Background: an optimization exercise with open tools, aiming at a short achievable clock period and few clock cycles. Do not read the settings as production practice. Only simulation tests tie the RTL to the original design; equivalence was not proved. Power figures rest on the tool's default switching activity, not on a simulated workload.

==> flow/design.v, too long to show whole: its modules and the start of the top module <==
// module armv4core: 1091 lines
// module ks_add32: 30 lines
module armv4core (
    input clk,
    input rst_n,
    input en,
    input           i_irq,
    input [31:0]    i_irq_r0,
    output          o_rom_en,
    output [31:0]   o_rom_addr,
    input [31:0]    i_rom_data,
    output          o_ram_en,
    output          o_ram_wr,
    output [1:0]    o_ram_size,
    output [31:0]   o_ram_addr,
    input [31:0]    i_ram_rdata,
    output [31:0]   o_ram_wdata
);
  // ...
==> flow/flow/run.sh <==
#!/bin/bash
set -uo pipefail
MARGIN=$(cat flow/margin.txt 2>/dev/null || echo 8)
bash standard.sh SETUP_SLACK_MARGIN=$MARGIN "BUFFER_PORTS_ARGS=-buffer_cell sky130_fd_sc_hd__buf_4" finish > standard.log 2>&1
st=$?
cp -f orfs/logs/*/armv4core/base/*.log . 2>/dev/null || true
exit $st
==> flow/flow/margin.txt <==
8
==> flow/standard.sh <==
#!/bin/bash
# synth_recipe.tcl (not shown) runs the flow's synth.tcl, then flattens the netlist and writes it again
# the make line also repeats each setting of config.mk as NAME=value (left out here)
make -C /OpenROAD-flow-scripts/flow DESIGN_CONFIG=/design/flow/config.mk WORK_HOME=/design/flow/orfs CLKGATE_MAP_FILE= SYNTH_SCRIPT=/design/flow/synth_recipe.tcl "${@:-finish}"
==> flow/config.mk <==
export PLATFORM = sky130hd
export DESIGN_NAME = armv4core
export DESIGN_NICKNAME = armv4core
export VERILOG_FILES = /design/flow/design.v
export SDC_FILE = /design/flow/constraint.sdc
export NUM_CORES = 8
export LEC_CHECK = 0
export CAP_MARGIN = 50
export CORE_MARGIN = 2
export CORE_UTILIZATION = 30
export GPL_TIMING_DRIVEN = 1
export SLEW_MARGIN = 50
export SYNTH_HIERARCHICAL = 1
export TNS_END_PERCENT = 10
==> flow/constraint.sdc <==
create_clock -name core_clock -period 12.5 [get_ports {clk}]
set_input_delay 2.5000 -clock core_clock [delete_from_list [all_inputs] [get_ports {clk}]]
set_output_delay 2.5000 -clock core_clock [all_outputs]
set_load 0.01 [all_outputs]
==> impl_metrics.py, run 1 <==
metrics = {
    "timing": {
        "timing.fmax_mhz": 198,
        "worstMarginPinSlew_ps": 910,
        "period_share_pct": 40.4,
    },
    "setup_path": {
        "worstPathRequired_ps": 13380,
        "path_delay_family": "multiplexers",
        "crit_end": "op2_e[9]$_DFFE_PN0P_",
        "crit_path_cell_trace": "bufbuf_16 -> buf_4 -> mux2_2 -> mux2_2 -> mux2_2 -> o21ai_0 -> mux4_2 -> mux2i_1 -> mux2i_2 -> a221oi_1 -> xnor2_1 -> a221oi_1 -> nor2_2",
        "cp.depth": 13,
    },
    "cts": {
        "clk_latency_ps": 1080,
        "ctsResizeCount": 637,
        "cts.sinks": 2619,
    },
    "place": {
        "pre_cts_ws_ps": 6060,
    },
    "power": {
        "clkPwrFrac_pct": 14.6,
        "power.total_w": 0.0689,
    },
    "drt": {
        "drc": 0,
    },
    "yosys": {
        "synth_area_sq_um": 178000,
        "syn_nets": 21900,
        "syn_inst": 21500,
    },
    "status": {
        "status": "finished clean",
    },
    "cells_and_area": {
        "instances_no_fill": 29300,
        "clk_share_pct": 5.17,
        "final_util_pct": 35.8,
        "reg_top3": "rcur: 480 flops, rsh: 480 flops, pht: 128 flops",
    },
    "global_routing": {
        "groute.layer.met1.usage_pct": 41.9,
        "grt_pass1_wl_um": 1460000,
    },
}
Testbench counts, summed over its fixed seeds: cycles 179,045.
==> run 2, diff against run 1 <==
--- a/flow/design.v
+++ b/flow/design.v
@@ -118,16 +118,19 @@
     reg        path_e;
     reg [31:0] alt_e, tgt_e, ptgt_e, pc_e;
     reg [31:0] addr_e;           
     reg        ram_en_q, ram_wr_q;
     reg        tmis_e;           
     reg        ret_late_e;       
     reg        fold_e;           
     reg        dfr_e;            
+    reg        eq_v;             
+    reg [3:0]  eq_idx;
+    reg [31:0] eq_data;
     reg        lc_a_e, lc_b_e;   
     reg        kill_q;           
     reg [31:0] kalt_q;           
     reg [7:0]  kill_g_q;
     reg [31:0] dfr_pc;
     reg [3:0]  fcond_e;
     reg        host_e;           
     reg        prev_v, prev_host, prev_setf;    
@@ -238,17 +241,17 @@
     wire blk_final = k_blk & blk_pc_e & (e_left == 5'd1);
     wire swap_ret = ev & blk_final & cp & blk_s_e;
     wire [3:0] nzcv_oth = swap_ret ? spsr_nzcv :
                           (ev & cp & k_msr & ~spsr_sel_e) ? op2_e[31:28] :
                           (ev & e_new & cp & setf_e) ? alu_nzcv : nzcv;
     wire [31:0] ret_val = (ret_late_e & w_v) ? w_data : op2_e;
     wire ret_hit = path_e & (ret_val == ptgt_e);         
     wire ret_hit_e = path_e & (op2_e == ptgt_e);         
-    wire kill_n = ev & e_new & k_ret & ret_late_e & cp & ~ret_hit;
+    wire kill_n = (ev & e_new & k_ret & ret_late_e & cp & ~ret_hit) | st_inval;
     reg        redir_e;
     reg [31:0] tgt_re;
     always @(*) begin
         redir_e = 1'b0;
         tgt_re = alt_e;
         if (ev) begin
             if (k_irq) begin
                 redir_e = 1'b1;
@@ -270,20 +273,16 @@
             end else if (blk_final) begin
                 redir_e = cp;
                 tgt_re = pcld_q;
             end else if (fold_e & ~cpass(fcond_e, nzcv)) begin
                 redir_e = 1'b1;
                 tgt_re = alt_e;
             end
         end
-        if (st_inval) begin
-            redir_e = 1'b1;
-            tgt_re = v_e ? pc_e + 32'd4 : dfr_pc + 32'd4;
-        end
         if (kill_q) begin
             redir_e = 1'b1;
             tgt_re = kalt_q;
         end
     end
     wire e_busy = busy_q;
     wire e_cbr = (k_b | k_ret) & (cond_e != 4'he);
     wire e_cfold = fold_e & (fcond_e != 4'he);
@@ -311,23 +310,21 @@
     wire efa = e_we & (rd_e == ra_idx) & (ra_idx != 4'd15);
     wire efb = e_we & (rd_e == rb_idx) & (rb_idx != 4'd15);
     wire efc = e_we & (rd_e == rc_sel) & (rc_sel != 4'd15);
     wire wfa = w_we & (w_rd == ra_idx) & (ra_idx != 4'd15);
     wire wfb = w_we & (w_rd == rb_idx) & (rb_idx != 4'd15);
     wire wfc = w_we & (w_rd == rc_sel) & (rc_sel != 4'd15);
     wire [31:0] ra_p = efa ? e_data : wfa ? w_data : rfa;
     wire [31:0] rb_p = efb ? e_data : wfb ? w_data : rfb;
-    wire [31:0] rc_p = efc ? e_data : wfc ? w_data : rfc;
+    wire qfc = eq_v & (eq_idx == rc_sel) & (rc_sel != 4'd15);
+    wire [31:0] rc_p = efc ? e_data : wfc ? w_data : qfc ? eq_data : rfc;
     wire [31:0] rd_p = rc_p;
-    reg  exa_q, exb_q;
-    wire exa = exa_q;
-    wire exb = exb_q;
-    wire [31:0] ra_x = exa ? early_val_e : rfa;
-    wire [31:0] rb_x = exb ? early_val_e : rfb;
+    wire [31:0] ra_x = rfa;
+    wire [31:0] rb_x = rfb;
     wire e_late_wr = e_late_q | e_earlyc_q;
     wire ra_early_x = ra_early & ~((r_ldr | r_hw) & r_store & ins_r[24]);
     wire r_lcmp = ~r_irq & (r_dp_i | (r_dp_rs & r_lsl0)) & ((ins_r[24:21] == 4'b1010) | (ins_r[24:21] == 4'b1011));
     wire e_ld_sx = sign_e & ~k_blk;      
     wire r_lcmp_ok = r_lcmp & ~e_ld_sx;
     wire hz_a = ra_use & (ra_idx != 4'd15) & ((eld_any & (eld_rd == ra_idx) & ~r_lcmp_ok) |
                 (ra_early_x & e_late_wr & (rd_e == ra_idx)) | (ra_early_x & w_v & (w_rd == ra_idx))) |
                 (r_memop & v_e & dfr_e);
@@ -409,19 +406,21 @@
                        ({32{r_osel[2]}} & {rb_x[30:0], 1'b0}) |
                        ({32{r_osel[3]}} & {rb_x[29:0], 2'b0}) |
                        ({32{r_osel[4]}} & {rb_x[28:0], 3'b0}) |
                        ({32{r_osel[5]}} & off_q);
     wire [31:0] addr_sum;
     wire        addr_co_unused;
     ks_add32 u_addr_add (.a(ra_x), .b(offx), .cin(~r_u), .sum(addr_sum), .cout(addr_co_unused));
     reg [13:0] ras [0:7];
+    reg [2:0]  ras_sp;           
     reg [3:0]  ras_n;
+    reg [13:0] ras_tq;
     wire       ras_ne = (ras_n != 4'd0);
-    wire [31:0] ras_top = {16'd0, ras[0], 2'b00};
+    wire [31:0] ras_top = {16'd0, ras_tq, 2'b00};
     wire r_hostable = ~(r_b | r_ret | r_dppc | r_blk | r_swp | r_msr | r_irq);
     wire r_setf = (r_dp_i | r_dp_rs | r_dp_rr) & ins_r[20];
     wire r_hostok = r_hostable & (~r_setf | (pr_fcond == 4'he));
     reg        redir_r;
     reg [31:0] tgt_rr;
     reg        path_r;
     reg [31:0] alt_r;
     reg [31:0] ptgt_r;
@@ -471,16 +470,17 @@
     localparam NB = 8;
     reg        btb_v   [0:NB-1];
     reg [13:0] btb_tag [0:NB-1];
     reg [13:0] btb_tgt [0:NB-1];
     reg        btb_cnd [0:NB-1];    
     reg        btb_ret [0:NB-1];
     reg        btb_fold [0:NB-1];   
     reg [3:0]  btb_fcond [0:NB-1];
+    reg [13:0] btb_baddr [0:NB-1];  
     reg [2:0]  btb_rr;
     reg [7:0]  ghr;              
     reg [1:0]  pht [0:63];
     wire [7:0] pidx_f = {2'd0, pc_f[7:2] ^ ghr[5:0] ^ {ghr[7:6], 4'd0}};
     wire [1:0] pht_c = pht[pidx_f[5:0]];
     wire       pht_t = pht_c[1];
     reg        bp_hit, bp_cnd, bp_fold;
     reg [3:0]  bp_fcond;
@@ -522,21 +522,20 @@
     always @(*) begin
         hu_hit = 1'b0;
         for (k = 0; k < NB; k = k + 1)
             if (btb_v[k] & (btb_tag[k] == prev_pc[15:2])) hu_hit = 1'b1;
     end
     wire fold_alloc = k_b & prev_v & prev_host & (prev_pc + 32'd4 == pc_e) & (~prev_setf | (cond_e == 4'he)) &
                       ~bl_e & ~hu_hit & (prev_pc[31:16] == 16'd0);
     reg  st_fold_hit;
-    wire [13:0] st_bm1 = addr_e[15:2] - 14'd1;
     always @(*) begin
         st_fold_hit = 1'b0;
         for (k = 0; k < NB; k = k + 1)
-            if (btb_v[k] & btb_fold[k] & (btb_tag[k] == st_bm1)) st_fold_hit = 1'b1;
+            if (btb_v[k] & btb_fold[k] & (btb_baddr[k] == addr_e[15:2])) st_fold_hit = 1'b1;
     end
     wire st_inval = ram_en_q & ram_wr_q & (addr_e[31:16] == 16'd0) & st_fold_hit;
     assign o_rom_en = rom_en_q;
     assign o_rom_addr = pc_f;
     wire        dv = hold_v | v_d;
     wire [31:0] ins = hold_v ? hold_ins : i_rom_data;
     wire [31:0] dpc = hold_v ? hold_pc : pc_d;
     wire [31:0] dpc4 = dpc + 32'd4;
@@ -624,32 +623,35 @@
     wire [3:0]  pa_idx = adv ? d_ra : ra_idx;
     wire [3:0]  pb_idx = adv ? d_rb : rb_idx;
     wire [31:0] pa_base = adv ? d_rfa : ra_val;
     wire [31:0] pb_base = adv ? d_rfb : rb_val;
     wire pa_e = e_we & (rd_e == pa_idx) & (pa_idx != 4'd15);
     wire pa_w = w_we & (w_rd == pa_idx) & (pa_idx != 4'd15);
     wire pb_e = e_we & (rd_e == pb_idx) & (pb_idx != 4'd15);
     wire pb_w = w_we & (w_rd == pb_idx) & (pb_idx != 4'd15);
+    wire pa_q = eq_v & (eq_idx == pa_idx) & (pa_idx != 4'd15);
+    wire pb_q = eq_v & (eq_idx == pb_idx) & (pb_idx != 4'd15);
     wire go_n = v_r & adv;
     wire r_movx = ~r_irq & (r_dp_i | (r_dp_rs & r_lsl0)) & (ins_r[24:21] == 4'b1101 || ins_r[24:21] == 4'b1111);
     wire [31:0] mov_val = (r_dp_i ? r_imm : rb_p) ^ {32{ins_r[22]}};
     wire r_wbP = (r_ldr | r_hw) & ins_r[21] & ins_r[24];
     wire [3:0] n_eld_rd = e_busy ? nk : (r_blk ? r_first_k : ins_r[15:12]);
     wire [15:0] n_eld_oh = 16'd1 << n_eld_rd;
     wire n_eld = e_busy ? (k_blk & blk_l_e & (acc_left > 5'd1)) :
                  (go_n & ~r_irq & (((r_ldr | r_hw) & r_load) | r_swp | (r_blk & r_load)));
     wire n_late = ~e_busy & go_n & ((r_irq | ((r_dp_i | r_dp_rs | r_dp_rr) & x_rdwe & ~r_movx) | r_mrs |
                   (r_blk & ins_r[21]) | ((r_ldr | r_hw) & ~ins_r[24]) | (defer_r & ins_r[21])) |
                   (~r_irq & (ins_r[31:28] != 4'he) & ((r_b & r_bl) | (r_wbP & ~defer_r) | r_movx)));
     wire [3:0] n_rd = e_busy ? rd_e :
                       r_irq ? 4'd13 :
                       (r_dp_i | r_dp_rs | r_dp_rr | r_mrs) ? ins_r[15:12] :
                       r_b ? 4'd14 : ins_r[19:16];
     wire n_wv = eld_q & cpm_e;
+    wire [31:0] ev_next = r_b ? pc4_r : r_movx ? mov_val : addr_sum;
     wire n_early = ~e_busy & go_n & ~r_irq & (ins_r[31:28] == 4'he) & ((r_b & r_bl) | (r_wbP & ~defer_r) | r_movx);
     wire [3:0] n_wrd = eld_rd_q;
     wire n_flagw = ~e_busy & go_n & ~r_irq & (((r_dp_i | r_dp_rs | r_dp_rr) & ins_r[20]) | r_msr);
     wire n_dfr = ~e_busy & go_n & ~r_irq & defer_r;
     wire n_lr = ~e_busy & go_n & ret_skip & eld_q & (eld_rd_q == 4'd14);
     function hzf;
         input [3:0] idx;
         input       use_, early, skip;
@@ -737,49 +739,52 @@
             hold_taken <= 1'b0; hold_hit <= 1'b0; hold_idx <= 10'd0; hold_g <= 8'd0; hold_fold <= 1'b0; hold_fcond <= 4'd0;
             v_r <= 1'b0; ins_r <= 32'd0; pc_r <= 32'd0; pc4_r <= 32'd0; pc8_r <= 32'd0;
             pr_taken <= 1'b0; pr_tgt <= 32'd0; pr_hit <= 1'b0; pr_idx <= 10'd0; pr_g <= 8'd0; pr_fold <= 1'b0; pr_fcond <= 4'd0; r_irq <= 1'b0;
             r_dp_i <= 1'b0; r_dp_rs <= 1'b0; r_dp_rr <= 1'b0; r_mrs <= 1'b0; r_msr <= 1'b0;
             r_b <= 1'b0; r_bl <= 1'b0; r_ldr <= 1'b0; r_hw <= 1'b0; r_swp <= 1'b0; r_blk <= 1'b0;
             r_ret <= 1'b0; r_dppc <= 1'b0; r_memreg <= 1'b0; r_fastoff <= 1'b0; r_needpre <= 1'b0;
             r_load <= 1'b0; r_store <= 1'b0;
             ra_idx <= 4'd0; rb_idx <= 4'd0; rc_idx <= 4'd0;
-            rc_sel1h <= 15'd0; rc_pc <= 1'b0; ra_val <= 32'd0; rb_val <= 32'd0; exa_q <= 1'b0; exb_q <= 1'b0;
+            rc_sel1h <= 15'd0; rc_pc <= 1'b0; ra_val <= 32'd0; rb_val <= 32'd0;
             ra_use <= 1'b0; ra_early <= 1'b0; rb_use <= 1'b0; rb_early <= 1'b0; rc_use <= 1'b0; rc_early <= 1'b0;
             r_lsl0 <= 1'b0; sh_k <= 5'd0; sh_amt <= 5'd0; sh_type <= 2'd0; sh_zero <= 1'b0; sh_big <= 1'b0; sh_eq32 <= 1'b0; sh_rrx <= 1'b0;
             r_imm <= 32'd0; r_immc_flag <= 1'b0; r_blk_n_unused <= 5'd0; r_first_k_unused <= 4'd0; r_rest_unused <= 16'd0; r_blk_pc <= 1'b0;
             r_pre <= 1'b0; rs_amt_q <= 8'd0; off_q <= 32'd0;
             v_e <= 1'b0; e_new <= 1'b0; e_left <= 5'd0; acc_left <= 5'd0;
             k_dp <= 1'b0; k_b <= 1'b0; k_ret <= 1'b0; k_dppc <= 1'b0; k_mem <= 1'b0; k_blk <= 1'b0;
             k_swp <= 1'b0; k_mrs <= 1'b0; k_msr <= 1'b0; k_irq <= 1'b0;
             cond_e <= 4'd0; op1_e <= 32'd0; op2_e <= 32'd0; shc_e <= 1'b0; shcf_e <= 1'b0; rrx_e <= 1'b0;
             inv_a_e <= 1'b0; inv_b_e <= 1'b0; cin_e <= 2'd0; lsel_e <= 2'd0; setf_e <= 1'b0; arith_e <= 1'b0;
             rd_e <= 4'd0; rdwe_e <= 1'b0; early_e <= 1'b0; early_val_e <= 32'd0; spsr_sel_e <= 1'b0;
             path_e <= 1'b0; alt_e <= 32'd0; tgt_e <= 32'd0; ptgt_e <= 32'd0; pc_e <= 32'd0;
-            addr_e <= 32'd0; ram_en_q <= 1'b0; ram_wr_q <= 1'b0; tmis_e <= 1'b0; ret_late_e <= 1'b0; fold_e <= 1'b0; fcond_e <= 4'd0; dfr_e <= 1'b0; dfr_pc <= 32'd0; lc_a_e <= 1'b0; lc_b_e <= 1'b0; kill_q <= 1'b0; kalt_q <= 32'd0; kill_g_q <= 8'd0; host_e <= 1'b0;
+            addr_e <= 32'd0; ram_en_q <= 1'b0; ram_wr_q <= 1'b0; tmis_e <= 1'b0; ret_late_e <= 1'b0; fold_e <= 1'b0; fcond_e <= 4'd0; dfr_e <= 1'b0; dfr_pc <= 32'd0; eq_v <= 1'b0; eq_idx <= 4'd0; eq_data <= 32'd0; lc_a_e <= 1'b0; lc_b_e <= 1'b0; kill_q <= 1'b0; kalt_q <= 32'd0; kill_g_q <= 8'd0; host_e <= 1'b0;
             prev_v <= 1'b0; prev_host <= 1'b0; prev_setf <= 1'b0; prev_pc <= 32'd0; st_e <= 1'b0; ld_e <= 1'b0;
             r_immx <= 32'd0; r_osel <= 6'd0;
             sign_e <= 1'b0; u_e <= 1'b0; blk_l_e <= 1'b0; blk_pc_e <= 1'b0; blk_s_e <= 1'b0; size_e <= 2'd0;
             ldrd_e <= 4'd0; bwd_e <= 1'b0; cpm_e <= 1'b0; idx_e <= 10'd0; g_e <= 8'd0; cur_k_e <= 4'd0; nk_e <= 4'd0; rest2_e <= 16'd0; wdata_e <= 32'd0; bl_e <= 1'b0;
             hazard_q <= 1'b0; busy_q <= 1'b0; eld_q <= 1'b0; eld_rd_q <= 4'd0; eld_oh_q <= 16'd0; e_late_q <= 1'b0; e_early_q <= 1'b0; e_earlyc_q <= 1'b0;
             w_v <= 1'b0; w_rd <= 4'd0; w_sign <= 1'b0; w_size <= 2'd0; pcld_q <= 32'd0;
-            ras_n <= 4'd0;
+            ras_n <= 4'd0; ras_sp <= 3'd0; ras_tq <= 14'd0;
             btb_rr <= 3'd0;
             ghr <= 8'd0;
             for (k = 0; k < 64; k = k + 1) pht[k] <= 2'd2;
             for (k = 0; k < 8; k = k + 1) ras[k] <= 14'd0;
             for (k = 0; k < NB; k = k + 1) begin
-                btb_v[k] <= 1'b0; btb_tag[k] <= 14'd0; btb_tgt[k] <= 14'd0; btb_cnd[k] <= 1'b0; btb_ret[k] <= 1'b0; btb_fold[k] <= 1'b0; btb_fcond[k] <= 4'd0;
+                btb_v[k] <= 1'b0; btb_tag[k] <= 14'd0; btb_tgt[k] <= 14'd0; btb_cnd[k] <= 1'b0; btb_ret[k] <= 1'b0; btb_fold[k] <= 1'b0; btb_fcond[k] <= 4'd0; btb_baddr[k] <= 14'd0;
             end
         end else if (en) begin
             irq_q <= i_irq;
-            ra_val <= pa_e ? e_data : pa_w ? w_data : pa_base;
-            exa_q <= n_early & (pa_idx == n_rd) & (pa_idx != 4'd15);
-            exb_q <= n_early & (pb_idx == n_rd) & (pb_idx != 4'd15);
-            rb_val <= pb_e ? e_data : pb_w ? w_data : pb_base;
+            eq_v <= e_we;
+            eq_idx <= rd_e;
+            eq_data <= e_data;
+            ra_val <= (n_early & (pa_idx == n_rd) & (pa_idx != 4'd15)) ? ev_next :
+                      pa_e ? e_data : pa_w ? w_data : pa_q ? eq_data : pa_base;
+            rb_val <= (n_early & (pb_idx == n_rd) & (pb_idx != 4'd15)) ? ev_next :
+                      pb_e ? e_data : pb_w ? w_data : pb_q ? eq_data : pb_base;
             hazard_q <= adv ? hz_d : hz_r;
             w_v <= eld_q & cpm_e & ~kill_q;
             w_rd <= eld_rd;
             w_sign <= sign_e & ~k_blk;
             w_size <= size_e;
             if (w_v & (w_rd == 4'd15)) pcld_q <= w_data;
             nzcv <= lc_upd ? lc_nzcv : nzcv_oth;
             if (ev & cp & k_msr) begin
@@ -813,32 +818,33 @@
                 end else if (cp) begin
                     btb_v[btb_rr] <= 1'b1;
                     btb_tag[btb_rr] <= fold_alloc ? prev_pc[15:2] : pc_e[15:2];
                     btb_tgt[btb_rr] <= tgt_e[15:2];
                     btb_cnd[btb_rr] <= (cond_e != 4'he);
                     btb_ret[btb_rr] <= k_ret;
                     btb_fold[btb_rr] <= fold_alloc;
                     btb_fcond[btb_rr] <= cond_e;
+                    btb_baddr[btb_rr] <= pc_e[15:2];
                     btb_rr <= btb_rr + 3'd1;
                 end
                 if (cond_e != 4'he) begin
                     if (cp) pht[idx_e[5:0]] <= (idx_e[9:8] == 2'd3) ? 2'd3 : idx_e[9:8] + 2'd1;
                     else    pht[idx_e[5:0]] <= (idx_e[9:8] == 2'd0) ? 2'd0 : idx_e[9:8] - 2'd1;
                 end
             end
             if (ev & e_new & fold_e & (fcond_e != 4'he)) begin
                 if (cpass(fcond_e, nzcv)) pht[idx_e[5:0]] <= (idx_e[9:8] == 2'd3) ? 2'd3 : idx_e[9:8] + 2'd1;
                 else                      pht[idx_e[5:0]] <= (idx_e[9:8] == 2'd0) ? 2'd0 : idx_e[9:8] - 2'd1;
             end
             if (st_inval) begin
                 for (k = 0; k < NB; k = k + 1) if (btb_fold[k]) btb_v[k] <= 1'b0;
             end
             kill_q <= kill_n;
-            kalt_q <= ret_val;
+            kalt_q <= st_inval ? (v_e ? pc_e + 32'd4 : dfr_pc + 32'd4) : ret_val;
             kill_g_q <= (cond_e != 4'he) ? {g_e[6:0], 1'b1} : g_e;
             if (kill_q) ghr <= kill_g_q;
             else if (redir_e) ghr <= ghr_re;
             else if (adv & v_r & redir_r) ghr <= pr_g;
             else if (rom_en_q & bp_hit & bp_cnd) ghr <= {ghr[6:0], bp_next};
             if (e_busy) begin
                 e_left <= e_left - 5'd1;
                 e_new <= 1'b0;
@@ -912,17 +918,17 @@
                     rd_e <= 4'd14; rdwe_e <= r_bl; early_e <= 1'b1;
                 end else if (r_ldr | r_hw) begin
                     rd_e <= ins_r[19:16]; rdwe_e <= ins_r[21] | ~ins_r[24]; early_e <= ins_r[24] & ~defer_r;
                 end else if (r_blk) begin
                     rd_e <= ins_r[19:16]; rdwe_e <= ins_r[21]; early_e <= 1'b0;
                 end else begin
                     rd_e <= 4'd0; rdwe_e <= 1'b0; early_e <= 1'b0;
                 end
-                early_val_e <= r_b ? pc4_r : r_movx ? mov_val : addr_sum;
+                early_val_e <= ev_next;
                 spsr_sel_e <= ins_r[22];
                 ram_en_q <= r_go & ~r_irq & r_memop & ~defer_r & cpass(ins_r[31:28], nzcv) & ~kill_n;
                 ram_wr_q <= ~r_swp & r_store;
                 dfr_e <= r_go & ~r_irq & defer_r;
                 if (defer_r) dfr_pc <= pc_r;
                 if (dfr_e) begin
                     ram_en_q <= cpm_e & ~kill_q;
                     ram_wr_q <= 1'b1;
@@ -948,16 +954,23 @@
                 eld_rd_q <= r_blk ? r_first_k : ins_r[15:12];
                 eld_oh_q <= 16'd1 << (r_blk ? r_first_k : ins_r[15:12]);
                 e_late_q <= r_go & (r_irq | ((r_dp_i | r_dp_rs | r_dp_rr) & x_rdwe & ~r_movx) | r_mrs | (r_blk & ins_r[21]) |
                             ((r_ldr | r_hw) & ~ins_r[24]) | (defer_r & ins_r[21]));
                 e_early_q <= r_go & ~r_irq & (ins_r[31:28] == 4'he) & ((r_b & r_bl) | (r_wbP & ~defer_r) | r_movx);
                 e_earlyc_q <= r_go & ~r_irq & (ins_r[31:28] != 4'he) & ((r_b & r_bl) | (r_wbP & ~defer_r) | r_movx);
                 if (~dfr_e) wdata_e <= r_swp ? rb_p : rc_p;
             end
+            if (kill_q) begin
+                v_e <= 1'b0;
+                e_new <= 1'b0;
+                busy_q <= 1'b0;
+                eld_q <= 1'b0;
+                ram_en_q <= 1'b0;
+            end
             addr_e <= (~e_busy & ~dfr_e) ? addr_sum :
                       dfr_e ? alu_res :
                       blk_acc ? (u_e ? addr_e + 32'd4 : addr_e - 32'd4) : addr_e;
             if (v_r & ~adv & ~e_busy & ~hazard & r_needpre & ~r_pre) begin
                 r_pre <= 1'b1;
                 off_q <= {sh_rrx ? nzcv[1] : sh_res[31], sh_res[30:0]} ^ {32{~ins_r[23]}};
             end
             if (v_r & r_dp_rr & ~r_pre & ~e_busy & ~hazard) begin
@@ -1048,21 +1061,25 @@
                 sh_rrx <= d_irrx & (d_dp_rs | d_ldr_r);
                 r_imm <= d_imm;
                 r_immx <= d_U ? d_offv : ~d_offv;
                 r_osel <= d_osel;
                 r_immc_flag <= (ins[11:8] == 4'd0);
                 r_blk_pc <= d_blk & ins[20] & ins[15];
             end
             if (v_r & adv & path_r & r_bl) begin
-                for (k = 7; k > 0; k = k - 1) ras[k] <= ras[k-1];
-                ras[0] <= pc4_r[15:2];
+                ras[ras_sp] <= pc4_r[15:2];
+                ras_sp <= ras_sp + 3'd1;
+                ras_tq <= pc4_r[15:2];
                 ras_n <= (ras_n == 4'd8) ? 4'd8 : ras_n + 4'd1;
             end else if (v_r & adv & path_r & r_ret) begin
-                for (k = 0; k < 7; k = k + 1) ras[k] <= ras[k+1];
+                if (ras_ne) begin
+                    ras_sp <= ras_sp - 3'd1;
+                    ras_tq <= ras[ras_sp - 3'd2];
+                end
                 ras_n <= (ras_n == 4'd0) ? 4'd0 : ras_n - 4'd1;
             end
         end
     end
     generate
         for (gi = 0; gi < 15; gi = gi + 1) begin : g_rf
             always @(posedge clk or negedge rst_n) begin
                 if (!rst_n) begin
@@ -1071,23 +1088,23 @@
                 end else if (en) begin
                     if (irq_take) begin
                         if (gi == 0) rcur[gi] <= i_irq_r0;
                         else if (gi == 13) rcur[gi] <= mode ? rsh[gi] : op2_e;
                         else if (gi == 14) rcur[gi] <= pc_e;
                         else if (~mode) rcur[gi] <= rsh[gi];
                     end else if (swap_ret) begin
                         rcur[gi] <= rsh[gi];
-                    end else if (e_we & (rd_e == gi)) begin
-                        rcur[gi] <= e_data;
                     end else if (w_we & (w_rd == gi)) begin
                         rcur[gi] <= w_data;
+                    end else if (eq_v & (eq_idx == gi)) begin
+                        rcur[gi] <= eq_data;
                     end
                     if ((irq_take & ~mode) | swap_ret) begin
-                        rsh[gi] <= (w_we & (w_rd == gi)) ? w_data : rcur[gi];
+                        rsh[gi] <= (w_we & (w_rd == gi)) ? w_data : (eq_v & (eq_idx == gi)) ? eq_data : rcur[gi];
                     end
                 end
             end
         end
     endgenerate
 endmodule
 module ks_add32 (
     input  [31:0] a,
==> run 2 against run 1 <==
Against the previous run: worst setup slack lost 250 ps; die area grew 4.5%; final area grew 5.6%; count of clock-buffer cells in the layout grew 32; power grew 10%; critical path type unchanged; critical endpoint is now rb_val[24]$_DFFE_PN0P_; largest cell class unchanged; highest routed layer unchanged.
==> impl_metrics.py, run 2 <==
metrics = {
    "status": {
        "status": "finished clean",
    },
    "power": {
        "vdd_ir_drop_max_mv": 0.408,
        "combinationalPowerShare_pct": 62.6,
        "p_leak_nw": 93.0,
        "power.switching_w": 0.0419,
        "p_sw_share_pct": 55.0,
        "p_int_w": 0.0342,
        "power_frac_seq_pct": 23.2,
        "powerDensity_nw_per_um2": 341,
        "clkPwrFrac_pct": 14.3,
    },
    "global_routing": {
        "grt_pass1_wl_um": 1590000,
        "grt_pass1_vias": 176000,
        "antenna_found_initial": 177,
        "track_usage_pct": 36.5,
        "grt_max_degree": 108,
        "overflow": 0,
    },
    "timing": {
        "finalHoldViolations": 0,
        "tns_ps": 0,
        "period_share_pct": 42.3,
        "worstMarginPinSlew_ps": 953,
        "rsz0062_at_grt": "yes",
        "fin_skew_ps": 108,
        "report.final.setup_viol": 0,
        "layout_min_cycle_time_ps": 5290,
        "finalMaxSlewViolations": 0,
        "slew-limit-headroom_pct": 36.3,
        "timing.fmax_mhz": 189,
    },
    "place": {
        "io_buffers": 200,
        "place.gp.congestion": 1.09,
        "placed_cells": 28900,
        "place_hpwl_um": 860000,
        "dpl_cell_area_sq_um": 202000,
    },
    "setup_path": {
        "cp_max_fo": 20,
        "cp-start-kind": "register",
        "crit_type": "register to register",
        "crit_path_end_kind": "register",
        "arrival_ps": 6190,
        "worstPathRequired_ps": 13400,
    },
    "floorplan": {
        "start_util_pct": 30.0,
        "die_x_um": 791,
        "pin_count": 201,
        "core-area_sq_um": 618000,
        "die-area_sq_um": 626000,
        "die_y_um": 791,
        "rows": 289,
    },
    "yosys": {
        "syn_nets": 21900,
        "post_synth.cell_area_avg_sq_um": 8.63,
        "yosys_warnings": 20,
        "synth_area_sq_um": 186000,
        "syn_inst": 21500,
    },
    "cts": {
        "root_buffer": "clkbuf_16",
        "clockBufferDepth": 4,
        "clk_latency_ps": 1080,
        "clk_pin_slew_ps": 60,
        "cts_hold_buffers": 0,
        "cts_tree": "built",
        "cts-htree-levels": 5,
        "cts.sinks": 2783,
        "cts-buffers-inserted": 338,
    },
    "min_path": {
        "hp-class": "register to register",
    },
    "cells_and_area": {
        "final_nets": 21900,
        "reg_top3": "rcur: 480 flops, rsh: 480 flops, pht: 128 flops",
        "area_growth_pct": 20.2,
        "drive_gt1_share_pct": 21.5,
        "layout_common_cells": "nand2_1 (3,278), dfrtp_1 (2,596), nor2_1 (1,764)",
        "final_util_pct": 36.1,
        "final_common_cell": "nand2_1",
        "regArea_sq_um": 69900,
        "instances_no_fill": 30000,
        "multi_input_area_sq_um": 114000,
        "filler_cell_count": 62900,
        "final_cell_area_sq_um": 223000,
    },
    "drt": {
        "drc": 0,
        "wl_um": 1200000,
        "drt_iter0_drc": 30000,
        "vias": 192000,
        "viasPerCell": 6.40,
        "drt-wirelength-per-cell_um": 40.0,
        "first_pass_iters": 11,
        "antenna_left": 0,
    },
    "job": {
        "drv_cap": 0,
    },
}
## run 2: through the flow
stage	total power [W]	setup slack [ps]	hold slack [ps]
3_5_place_dp	0.0584	5420	454
2_1_floorplan	0.0359	7470	438
3_3_place_gp	0.0574	4680	454
6_report	0.0760	7210	423
4_1_cts	0.0716	7450	447
5_1_grt	0.0768	7300	491
## run 2: worst max-delay path, stage by stage, from the launching register on
cell       delay [ps]
dfrtp_1           570
nand2_1           220
buf_4             280
nand4_1           640
ha_4              610
nand2_2           110
nor4_2            270
o2111ai_1         290
nand3_1           330
a21o_1            200
a211o_1           170
xor2_2            350
nand2_1           270
a31oi_2           500
mux2i_1           130
o21ai_0           220
## run 2: power groups by stage
| stage | sequential (W) | combinational [W] | clock [W] |
|---|---|---|---|
| after detailed placement | 0.0173 | 0.0411 | 0 |
| after floorplan | 0.0139 | 0.0221 | 0 |
| after global placement | 0.0172 | 0.0402 | 0 |
| after global routing | 0.0175 | 0.0481 | 0.0112 |
| final | 0.0176 | 0.0476 | 0.0108 |
| after CTS | 0.0171 | 0.0436 | 0.0109 |
## run 2: repair_timing
action,4_1_cts,5_1_grt
endpoints found under the setup margin,1848,1050
resized for setup,602,349
cloned,24,15
pin swaps,100,99
setup buffers,195,144
## run 2: layer usage
| layer | global-route usage, % | up-vias | share of wire (%) |
|---|---|---|---|
| met5 | 0.603 | - | 0.056 |
| met1 | 45.1 | 96700 | 37 |
| met2 | 51.9 | 13900 | 40 |
| met3 | 11.8 | 4028 | 12 |
| met4 | 29.7 | 76 | 10 |
| li1 | - | 77500 | - |
## run 2: worst paths after layout
check / startpoint / end / slack, ps / cells after the start
worst min-delay path: pr_idx[0]$_DFFE_PN0P_ / idx_e[0]$_DFFE_PN0P_ / 420 / 2
max in group asynchronous: rst_n / rcur[12][28]$_DFFE_PN0P_ / 8320 / 7
min in group asynchronous: rst_n / kalt_q[30]$_DFFE_PN0P_ / 1300 / 1
worst min register to register: pr_idx[0]$_DFFE_PN0P_ / idx_e[0]$_DFFE_PN0P_ / 420 / 2
worst max register to register: r_osel[0]$_DFFE_PN0P_ / rb_val[24]$_DFFE_PN0P_ / 7210 / 15
worst max-delay path: r_osel[0]$_DFFE_PN0P_ / rb_val[24]$_DFFE_PN0P_ / 7210 / 15
## run 2: layout make-up
class	instances	share of cell area (%)
tap	8148	4.57
multi-input combinational	16500	50.9
clock buffer	476	4.37
antenna	91	0.102
sequential	2783	31.3
timing repair buffer	1584	7.27
clock inverter	148	0.971
inverter	314	0.557
Testbench counts of run 2, summed over its fixed seeds: cycles 179,045.

[static timing again, ports no longer ideal]
How much do the figures lean on ideal ports? The routed layouts below were timed once more, with nothing changed but the port constraints.
Step 1 (the two cells are an assumption about what drives the block):
set clk [get_ports {clk}]
set_driving_cell -lib_cell sky130_fd_sc_hd__clkbuf_16 $clk
set_driving_cell -lib_cell sky130_fd_sc_hd__buf_2 [delete_from_list [all_inputs] $clk]
Step 2 also shifts input and output timing later by t, the mid clock arrival at the registers, as if the neighbouring blocks saw the same clock.
a / b / c = ideal ports / drivers / drivers and shift; a / b = the first two.
run | t (ns) | setup slack, ns | worst slew at a driven data input, ns | pins driven straight from the clock port
run 1 | 1.163 | 7.456 / 7.456 / 6.413 | 0.34 | 1
run 2 | 1.178 | 7.207 / 7.207 / 6.203 | 0.43 | 1
After both steps setup and hold are still met in every run listed. For run 1, which loses most, drivers alone change the setup slack by 0.000 ns; drivers and shift together by -1.043 ns.
